What follows belongs to an exercise in optimizing a design on an open flow for small area; a production flow would make more cautious choices.
In this exercise RTL edits were held to simulation tests only and were not proved equivalent to the original.
Power and IR drop assume default switching activity.

**flow/flow/run.sh**
```bash
#!/bin/bash
# Standard ORFS flow (the standard.sh, standard synthesis unchanged) with:
#  - the buffers ABC put into the netlist removed at floorplan (the resizer
#    re-buffers where timing or slew needs it),
#  - port buffers of the smallest plain buffer instead of a delay cell,
#  - a clock tree of clkbuf_8 cells on small sink clusters, without dummy
#    balancing loads,
#  - downsizing of gates off the critical paths after global routing.
# make's output goes to flow_make.log; each step's tool log is under orfs/logs.
set -euo pipefail
B=sky130_fd_sc_hd
bash standard.sh finish \
  REMOVE_ABC_BUFFERS=1 \
  "BUFFER_PORTS_ARGS=-buffer_cell ${B}__buf_1" \
  "CTS_ARGS=-sink_clustering_enable -repair_clock_nets -buf_list ${B}__clkbuf_8 -root_buf ${B}__clkbuf_8 -sink_clustering_size 18 -sink_clustering_max_diameter 50 -sink_buffer_max_cap_derate 1.0 -dont_use_dummy_load" \
  RECOVER_POWER=100 \
  > flow_make.log 2>&1
```
**flow/standard.sh**
```bash
#!/bin/bash
# synth_recipe.tcl (not shown) runs the flow's synth.tcl, then flattens the netlist and writes it again
# the make line also repeats each setting of config.mk as NAME=value (left out here)
make -C /OpenROAD-flow-scripts/flow DESIGN_CONFIG=/design/flow/config.mk WORK_HOME=/design/flow/orfs CLKGATE_MAP_FILE= SYNTH_SCRIPT=/design/flow/synth_recipe.tcl "${@:-finish}"
```
**flow/config.mk**
```make
export PLATFORM = sky130hd
export DESIGN_NAME = ram
export DESIGN_NICKNAME = ram
export VERILOG_FILES = /design/flow/design.v
export SDC_FILE = /design/flow/constraint.sdc
export NUM_CORES = 4
export LEC_CHECK = 0
export CAP_MARGIN = 0
export CORE_MARGIN = 2
export CORE_UTILIZATION = 65
export GPL_TIMING_DRIVEN = 0
export PLACE_DENSITY = 0.75
export SETUP_SLACK_MARGIN = 0.3
export SLEW_MARGIN = 0
export SYNTH_HIERARCHICAL = 1
```
**flow/constraint.sdc**
```tcl
create_clock -name core_clock -period 3.0 [get_ports {clk}]
set_input_delay 0.6000 -clock core_clock [delete_from_list [all_inputs] [get_ports {clk}]]
set_output_delay 0.6000 -clock core_clock [all_outputs]
set_load 0.01 [all_outputs]
```
**flow/design.v**
```verilog
`timescale 1ns / 1ps
module ram_oai22(input a1, input a2, input b1, input b2, output y);
  assign y = ~((a1 | a2) & (b1 | b2));
endmodule
module ram_word_nx(input [7:0] q, input wr, input nw, input [7:0] x,
                   output [7:0] y);
  genvar b;
  generate
    for (b = 0; b < 8; b = b + 1) begin : g_b
      ram_oai22 u_nx (.a1(q[b]), .a2(wr), .b1(nw), .b2(x[b]), .y(y[b]));
    end
  endgenerate
endmodule
module ram_aoi222(input a1, input b1, input a2, input b2, input a3, input b3,
                  output y);
  assign y = ~((a1 & b1) | (a2 & b2) | (a3 & b3));
endmodule
module ram_nand4(input a, input b, input c, input d, output y);
  assign y = ~(a & b & c & d);
endmodule
module ram_nand2(input a, input b, output y);
  assign y = ~(a & b);
endmodule
module ram_nand3(input a, input b, input c, output y);
  assign y = ~(a & b & c);
endmodule
module ram_nor2(input a, input b, output y);
  assign y = ~(a | b);
endmodule
module ram_aoi21(input a1, input a2, input b1, output y);
  assign y = ~((a1 & a2) | b1);
endmodule
module ram_mux2i(input a0, input a1, input s, output y);
  assign y = ~(s ? a1 : a0);
endmodule
module ram(
    input clk,
    input we,
    input rst,
    input [5:0] addr,
    input [7:0] din,
    output [7:0] dout
    );
  reg          p;          
  reg  [7:0]   temp;       
  wire [7:0] hi = 8'd1 << addr[5:3];
  wire [7:0] lo = 8'd1 << addr[2:0];
  wire [7:0] whi = hi & {8{we}};
  wire       rstn = ~rst;
  wire [7:0] xn = ~(din ^ {8{p}});
  wire [7:0] x0, x1, x2, x3;
  genvar w, b;
  generate
    for (b = 0; b < 8; b = b + 1) begin : g_x
      ram_nand2 u_x0 (.a(xn[b]), .b(rstn), .y(x0[b]));
      ram_nand2 u_x1 (.a(xn[b]), .b(rstn), .y(x1[b]));
      ram_nand2 u_x2 (.a(xn[b]), .b(rstn), .y(x2[b]));
      ram_nand2 u_x3 (.a(xn[b]), .b(rstn), .y(x3[b]));
    end
  endgenerate
  generate
    for (w = 0; w < 64; w = w + 1) begin : g_w
      reg  [7:0] q;
      wire [7:0] q_next;
      wire [7:0] x;
      wire       rs = hi[w/8] & lo[w%8];    
      wire       nw;                        
      wire       wr;                        
      if (w < 16)      begin : g_q0 assign x = x0; end
      else if (w < 32) begin : g_q1 assign x = x1; end
      else if (w < 48) begin : g_q2 assign x = x2; end
      else             begin : g_q3 assign x = x3; end
      ram_nand2 u_nw (.a(whi[w/8]), .b(lo[w%8]), .y(nw));
      ram_nand2 u_wr (.a(nw), .b(rstn), .y(wr));
      ram_word_nx u_nx (.q(q), .wr(wr), .nw(nw), .x(x), .y(q_next));
      always @(posedge clk)
        q <= q_next;
    end
  endgenerate
  wire [7:0] rd;
  generate
    for (b = 0; b < 8; b = b + 1) begin : g_rd
      wire [21:0] t;
      wire [5:0]  u;
      wire [2:0]  n;
      for (w = 0; w < 21; w = w + 1) begin : g_t
        ram_aoi222 u_rd (.a1(g_w[3*w].rs),   .b1(g_w[3*w].q[b]),
                         .a2(g_w[3*w+1].rs), .b2(g_w[3*w+1].q[b]),
                         .a3(g_w[3*w+2].rs), .b3(g_w[3*w+2].q[b]),
                         .y(t[w]));
      end
      assign t[21] = ~(g_w[63].rs & g_w[63].q[b]);
      for (w = 0; w < 5; w = w + 1) begin : g_u
        ram_nand4 u_u (.a(t[4*w]), .b(t[4*w+1]), .c(t[4*w+2]), .d(t[4*w+3]),
                       .y(u[w]));
      end
      ram_nand2 u_u5 (.a(t[20]), .b(t[21]), .y(u[5]));
      for (w = 0; w < 3; w = w + 1) begin : g_n
        ram_nor2 u_n (.a(u[2*w]), .b(u[2*w+1]), .y(n[w]));
      end
      ram_nand3 u_rd (.a(n[0]), .b(n[1]), .c(n[2]), .y(rd[b]));
    end
  endgenerate
  wire hold = we & ~rst;
  wire rd_p  = ~we & ~rst & p;      
  wire rd_np = ~we & ~rst & ~p;     
  wire [7:0] temp_n;
  wire [7:0] ht = temp & {8{hold}};
  generate
    for (b = 0; b < 8; b = b + 1) begin : g_o
      wire c1, c0;                  
      ram_nor2 u_c1 (.a(ht[b]), .b(rd_np), .y(c1));
      ram_nor2 u_c0 (.a(ht[b]), .b(rd_p),  .y(c0));
      ram_mux2i u_m  (.a0(c0), .a1(c1), .s(rd[b]), .y(temp_n[b]));
    end
  endgenerate
  always @(posedge clk) begin
    p <= ~(rst | p);
    temp <= temp_n;
  end
  assign dout = temp;
endmodule
```
==> results.json, run 1 <==
{
  "status": "no timing/DRC/antenna violations",
  "cts_tree": "built",
  "route.detailed.drc": 0,
  "cts_root_buffer": "clkbuf_8",
  "die_area_um2": 27800,
  "die_x_um": 167,
  "die_h_um": 167,
  "rsz0062_at_grt": "yes",
  "antenna_left": 0,
  "dp_slack_ns": -0.511,
  "mostFrequentLayoutCell": "dfxtp_1",
  "vias": 15500,
  "final_max_slew_viol_count": 0,
  "grt_antenna_before_repair": 1,
  "htreeDepth": 2,
  "rr_startpoint": "p",
  "num_rows": 59,
  "worstSetupEndpointType": "flip-flop",
  "reg2reg_slack_ns": 0.86,
  "rr_worst_depth": 3,
  "critPathMaxFanout": 9,
  "avgRoutedWirePerCell_um": 26.9,
  "max_clock_freq_mhz": 354,
  "min_period_ns": 2.83,
  "cts_sinks": 521,
  "portBuffers": 24,
  "synthDistinctLibCells": 22,
  "fin_nets": 1687,
  "fin_crit_sh_pct": 94.2,
  "pwr-share-comb_pct": 9.4,
  "clk_path_buf_depth": 3,
  "ys_warn_count": 7,
  "r2r-end": "g_w[43].q[4]",
  "timing.final.ws_setup_ns": 0.173,
  "hold_viol_final": 0,
  "fillers": 2071,
  "core-area_um2": 26100,
  "yosysTopAreaCellShare_pct": 60.6,
  "setup.worst_path.start_class": "input port",
  "final_cell_mix": "dfxtp_1 (521), o22ai_1 (512), a222oi_1 (168), nand2_1 (168), nor2_1 (109)",
  "initial_core_util_pct": 66.1,
  "p_leak_nw": 6.47,
  "synth_area_leaders": "dfxtp_1 (61%), o22ai_1 (19%), a222oi_1 (9.8%), nand2_1 (3.7%), nor2_1 (2.4%)",
  "critical_path_class": "input port to flip-flop",
  "track_usage_pct": 37.1,
  "setup_violations": 0,
  "intPower_mw": 9.00,
  "worst_slew_pin_slew_ns": 0.886,
  "min_from": "rst",
  "synth_area_per_cell_um2": 10.7,
  "min_to": "p",
  "grt_overflow": 0,
  "ios": 25,
  "fin_skew_ns": 0.0415,
  "holdWs_ns": 0.314,
  "syn_to_final_growth_pct": 6.25,
  "syn_area_um2": 17200,
  "wl_um": 53800,
  "worstPathRequired_ns": 3.48,
  "synth_top_cell_by_area": "dfxtp_1",
  "min_path_cells": 2,
  "grt_max_degree": 51,
  "grt_pass1_vias": 14200,
  "drv_cap": 0,
  "hold_path.class": "input port to flip-flop",
  "p_seq_share_pct": 64.3,
  "drtIter0Drc": 2895,
  "firstDrtPassIters": 9,
  "worstPathArrival_ns": 3.30,
  "p_sw_share_pct": 25.6,
  "ys_seq_area_share_pct": 60.6,
  "via_per_inst": 7.72,
  "place.gp.congestion": 0.921,
  "powerDensity_nw_per_um2": 662,
  "insertion_delay_ns": 0.58,
  "clk_pin_slew_ns": 0.10,
  "ir_worst_vdd_mv": 0.569,
  "drive_gt1_share_pct": 4.08,
  "relSlewSlack_pct": 40.8,
  "clockPowerShare_pct": 26.3,
  "dp_hpwl_um": 35200,
  "grt_pass1_wl_um": 81400,
  "cts_inserted_buffers": 38,
  "syn_inst": 1607,
  "p_sw_mw": 3.10,
  "ys_ff_latch": 521
}
[state kept, by name, summed over array words and instances (netlist names)]
name,count
temp,8
p,1
g_w.q,512
[cell type report]
cell class | instances | area [um2] | share of cell area [%]
Timing Repair Buffer | 39 | 240 | 1.31
Inverter | 10 | 53.8 | 0.294
Antenna cell | 1 | 2.50 | 0.0137
Sequential cell | 521 | 10400 | 57.0
Tap cell | 335 | 419 | 2.29
Clock buffer | 38 | 523 | 2.86
Multi-Input combinational cell | 1060 | 6630 | 36.2
[modules after synthesis (local to each module, per instance), a selection]
module	cells	times used
ram	663	1
ram_aoi222	1	168
ram_mux2i	1	8
ram_nand4	1	40
ram_oai22	1	512
ram_nand3	1	8
ram_nand2	1	168
ram_nor2	1	40
[cells by family (layout without fill, tap and decap cells)]
group	after synthesis	in the layout	share of synthesized area (%)
AOI/OAI and AO/OA	680	680	28.4
DFF	521	521	60.6
and+or+nand+nor	364	364	9.17
buffers and inverters	26	87	1.04
xor gates and xnor gates	8	8	0.407
muxes	8	8	0.465
other	0	1	0
[metrics by stage]
stage	TNS (ns)	total power, mW	utilization (%)	area [um2]	std cells
after global routing	0	12.5	70.2	18300	2004
after detailed placement	-93.12	9.01	67.6	17600	1951
after CTS	0	12.1	69.9	18200	1996
after global placement	-946.97	8.95	67.5	17600	1950
after floorplan	0	8.56	-	17100	1591
final	0	12.1	70.2	18300	2004
[cell usage after synthesis (all sizes together)]
library cell  count
nand4            40
and2              8
nor2            112
nand3            18
and3              2
or3               2
or3b              6
nor2b             1
nor3              1
dfxtp           521
nand3b            6
clkinv            2
nand2           168
mux2i             8
buf              16
xnor2             8
a222oi          168
o22ai           512
inv               8
[worst max-delay path, cell delays in order]
cell,delay (ns)
buf_1,0.26
or3b_2,0.50
clkinvlp_2,0.80
nand2_1,0.57
nand2_1,0.31
o22ai_1,0.25
[power by group through the flow]
stage                     logic (mW)  registers, mW  clock network (mW)
after global placement          1.04           7.90                   0
after floorplan                0.731           7.83                   0
after global routing            1.20           7.83                3.45
final                           1.14           7.78                3.18
after CTS                       1.09           7.77                3.21
after detailed placement        1.09           7.92                   0
[how the worst max path moves through the flow]
stage | slack, ns | startpoint | cells after the start | endpoint
global placement | -1.91 | rst | 4 | g_w[39].q[4]
CTS | 0.32 | addr[0] | 8 | temp[4]
global route | 0.13 | addr[1] | 6 | g_w[20].q[3]
floorplan | 0.11 | rst | 3 | g_w[0].q[0]
finish | 0.17 | addr[1] | 6 | g_w[60].q[6]
detailed placement | -0.51 | addr[0] | 6 | g_w[63].q[0]
[metal layers]
layer / wire, um / vias to the layer above / track usage, % / part of all wire (%)
li1: - / 6871 / - / -
met1: 21600 / 7363 / 51.5 / 40
met2: 23400 / 1052 / 55.4 / 44
met3: 6360 / 183 / 8.77 / 12
met4: 2470 / 0 / 16.7 / 4.6
met5: 0 / - / 0 / 0
[what timing repair did]
action                                  in CTS  in global routing
endpoints found under the setup margin      95                171
resized for setup                            3                 11
hold buffers                                 0                  0
pin swaps                                    0                  1
setup buffers                                7                  7
==> inputs of run 2 (changes only) <==
--- a/flow/config.mk
+++ b/flow/config.mk
@@ -10,6 +10,6 @@
 export CORE_UTILIZATION = 65
 export GPL_TIMING_DRIVEN = 0
 export PLACE_DENSITY = 0.75
-export SETUP_SLACK_MARGIN = 0.3
+export SETUP_SLACK_MARGIN = 0.2
 export SLEW_MARGIN = 0
 export SYNTH_HIERARCHICAL = 1
==> run 2 against run 1 <==
Net effect: still clean on timing, DRC and antenna; sequential power about the same; routed wire length increased by 0.52%; worst hold slack improved by 0.0029 ns; synthesized cell count unchanged; design area decreased by 0.29%; clock power about the same; critical path depth unchanged; critical path type unchanged.
==> results.json, run 2 <==
{
  "status": "no timing/DRC/antenna violations",
  "dpl_cell_area_um2": 17600,
  "fin_skew_ns": 0.0437,
  "num_rows": 59,
  "synth_area_per_cell_um2": 10.7,
  "final_cell_mix": "dfxtp_1 (521), o22ai_1 (512), a222oi_1 (168), nand2_1 (168), nor2_1 (110)",
  "insertion_delay_ns": 0.58,
  "clk_pin_slew_ns": 0.10,
  "largest_reg_flops": 512,
  "worstPathArrival_ns": 3.27,
  "htreeDepth": 2,
  "top_regs": "g_w.q x512, temp x8, p x1",
  "ios": 25,
  "largest_register": "g_w.q",
  "drtIter0Drc": 2932,
  "grt_max_degree": 51,
  "fin_crit_sh_pct": 95.0,
  "syn_to_final_growth_pct": 5.95,
  "track_usage_pct": 37.0,
  "hold_viol_final": 0,
  "finalSetupTns_ns": 0,
  "grt_overflow": 0,
  "cts_tree": "built",
  "synth.most_common_cell": "dfxtp_1",
  "rsz0062_at_grt": "no",
  "route.detailed.drc": 0,
  "cts_inserted_buffers": 38,
  "firstDrtPassIters": 14,
  "syn_area_um2": 17200,
  "portBuffers": 24,
  "grt_pass1_vias": 14200,
  "final_cell_area_um2": 18200,
  "core-area_um2": 26100,
  "hold_path.class": "input port to flip-flop",
  "synth_area_leaders": "dfxtp_1 (61%), o22ai_1 (19%), a222oi_1 (9.8%), nand2_1 (3.7%), nor2_1 (2.4%)",
  "mostFrequentLayoutCell": "dfxtp_1",
  "min_period_ns": 2.85,
  "dp_hpwl_um": 35200,
  "synthDistinctLibCells": 22,
  "synth-edff-count": 0,
  "p_leak_nw": 6.47,
  "synthArstFlopShare_pct": 0,
  "relSlewSlack_pct": 39.9,
  "utilization_pct": 70.0,
  "die_area_um2": 27800,
  "grt_pass1_wl_um": 81300,
  "cts_hold_buf": 0,
  "place.gp.congestion": 0.921,
  "vias": 15500,
  "grt_antenna_before_repair": 1,
  "ys_ff_latch": 521,
  "setup.worst_path.start_class": "input port",
  "ys_seq_area_share_pct": 60.6,
  "die_h_um": 167,
  "holdWs_ns": 0.317,
  "cts_root_buffer": "clkbuf_8",
  "via_per_inst": 7.75,
  "wl_um": 54100,
  "powerDensity_nw_per_um2": 664,
  "drv_cap": 0,
  "setup_violations": 0,
  "critPathMaxFanout": 9,
  "antenna_left": 0,
  "worstSetupEndpointType": "flip-flop",
  "initial_core_util_pct": 66.1,
  "cts_sinks": 521,
  "syn_inst": 1607,
  "synth_top_cell_by_area": "dfxtp_1",
  "die_x_um": 167,
  "clk_path_buf_depth": 3,
  "worstPathRequired_ns": 3.42,
  "netlist_top_cells_count": "dfxtp_1 (521), o22ai_1 (512), a222oi_1 (168), nand2_1 (168), nor2_1 (110)",
  "worst_slew_pin_slew_ns": 0.899,
  "drive_gt1_share_pct": 3.60,
  "max_clock_freq_mhz": 351,
  "ys_warn_count": 7,
  "avgRoutedWirePerCell_um": 27.0,
  "fin_nets": 1685,
  "final_max_slew_viol_count": 0,
  "critical_path_class": "input port to flip-flop",
  "ir_worst_vdd_mv": 0.569,
  "synth_ff_type": "dfxtp_1",
  "yosysTopAreaCellShare_pct": 60.6
}
==> run 2: repair_timing <==
action / in CTS / in global routing
endpoints found under the setup margin: 64 / 144
setup buffers: 0 / 12
gates resized for setup: 1 / 8
pin swaps: 0 / 1
==> run 2: metal layers <==
metal	vias to the layer above	wire, um	GRT usage [%]
met2	1039	23700	55.4
met5	-	0	0
met4	0	2510	16.5
met1	7440	21500	51.4
met3	183	6350	8.75
li1	6863	-	-
==> run 2: area by class of cell <==
class,count,area [um2]
Fill cell,2067,7810
Inverter,10,48.8
Sequential cell,521,10400
Antenna cell,1,2.50
Tap cell,335,419
Multi-Input combinational cell,1060,6630
Clock buffer,38,523
Timing Repair Buffer,37,200
==> run 2: power by group <==
group / total [mW] / switching [mW] / internal (mW)
logic: 1.14 / 0.746 / 0.394
clock network: 3.20 / 2.05 / 1.14
registers: 7.78 / 0.322 / 7.46
==> run 2: kinds of logic (layout without fill, tap and decap cells) <==
kind of cell,after synthesis,count (layout),synth area share (%)
other cells,0,1,0
xor+xnor,8,8,0.407
simple gates,364,364,9.17
flops,521,521,60.6
mux,8,8,0.465
compound gates,680,680,28.4
buf+inv,26,85,1.04
==> run 2: critical path: stages <==
cell and delay [ns]:
clkbuf_1 0.40, or3b_1 0.63, nor2_1 0.69, nand2_1 0.41, nand2_1 0.38, o22ai_1 0.14
==> run 2: Yosys stat by module (local to each module, per instance), excerpt <==
module / cell area [um2] / cells inside
ram_nand3: 5.00 / 1
ram_aoi222: 10.0 / 1
ram_oai22: 6.26 / 1
ram_nand2: 3.75 / 1
ram_mux2i: 10.0 / 1
ram: 11200 / 663
ram_nand4: 6.26 / 1
ram_nor2: 3.75 / 1
==> run 2: path summary, 6_finish.rpt <==
kind                start      endpoint  slack (ns)  cells past startpoint
max               addr[3]  g_w[11].q[4]        0.15                      6
min reg2reg  g_w[37].q[1]  g_w[37].q[1]        0.44                      1
min                   rst             p        0.32                      2
max reg2reg             p  g_w[45].q[4]        0.87                      3
==> run 2: per-stage QoR <==
stage,worst slack [ns],instances,power (mW)
CTS,0.221,1989,12.1
detailed placement,-0.511,1951,9.01
global placement,-1.91,1950,8.95
global route,0.119,2002,12.5
finish,0.150,2002,12.1
floorplan,0.108,1591,8.56

-- separate check: timing with driven ports --
How much do the figures lean on ideal ports? The routed layouts below were timed once more, with nothing changed but the port constraints. Step 1, drivers: a clkbuf_16 drives clk and a buf_2 each remaining input, both assumed. Step 2 moves the port delays by t, midway between the first and last clock arrival at a register: inputs arrive t later, outputs are due t later. That takes back most of the time a late clock gives input paths. Three values: no drivers, after step 1, after step 2; two values: the first two.
run	shift t [ns]	setup WS [ns]	latest minus earliest clock arrival (ns)
run 1	0.601	0.173 / 0.179 / -0.422	0.051 / 0.051
run 2	0.601	0.150 / 0.165 / -0.436	0.060 / 0.059
With both steps, setup timing fails in run 1 and run 2, where it was met with ideal ports. For run 1, which loses most, drivers alone change the setup slack by +0.006 ns; drivers and shift together by -0.595 ns.
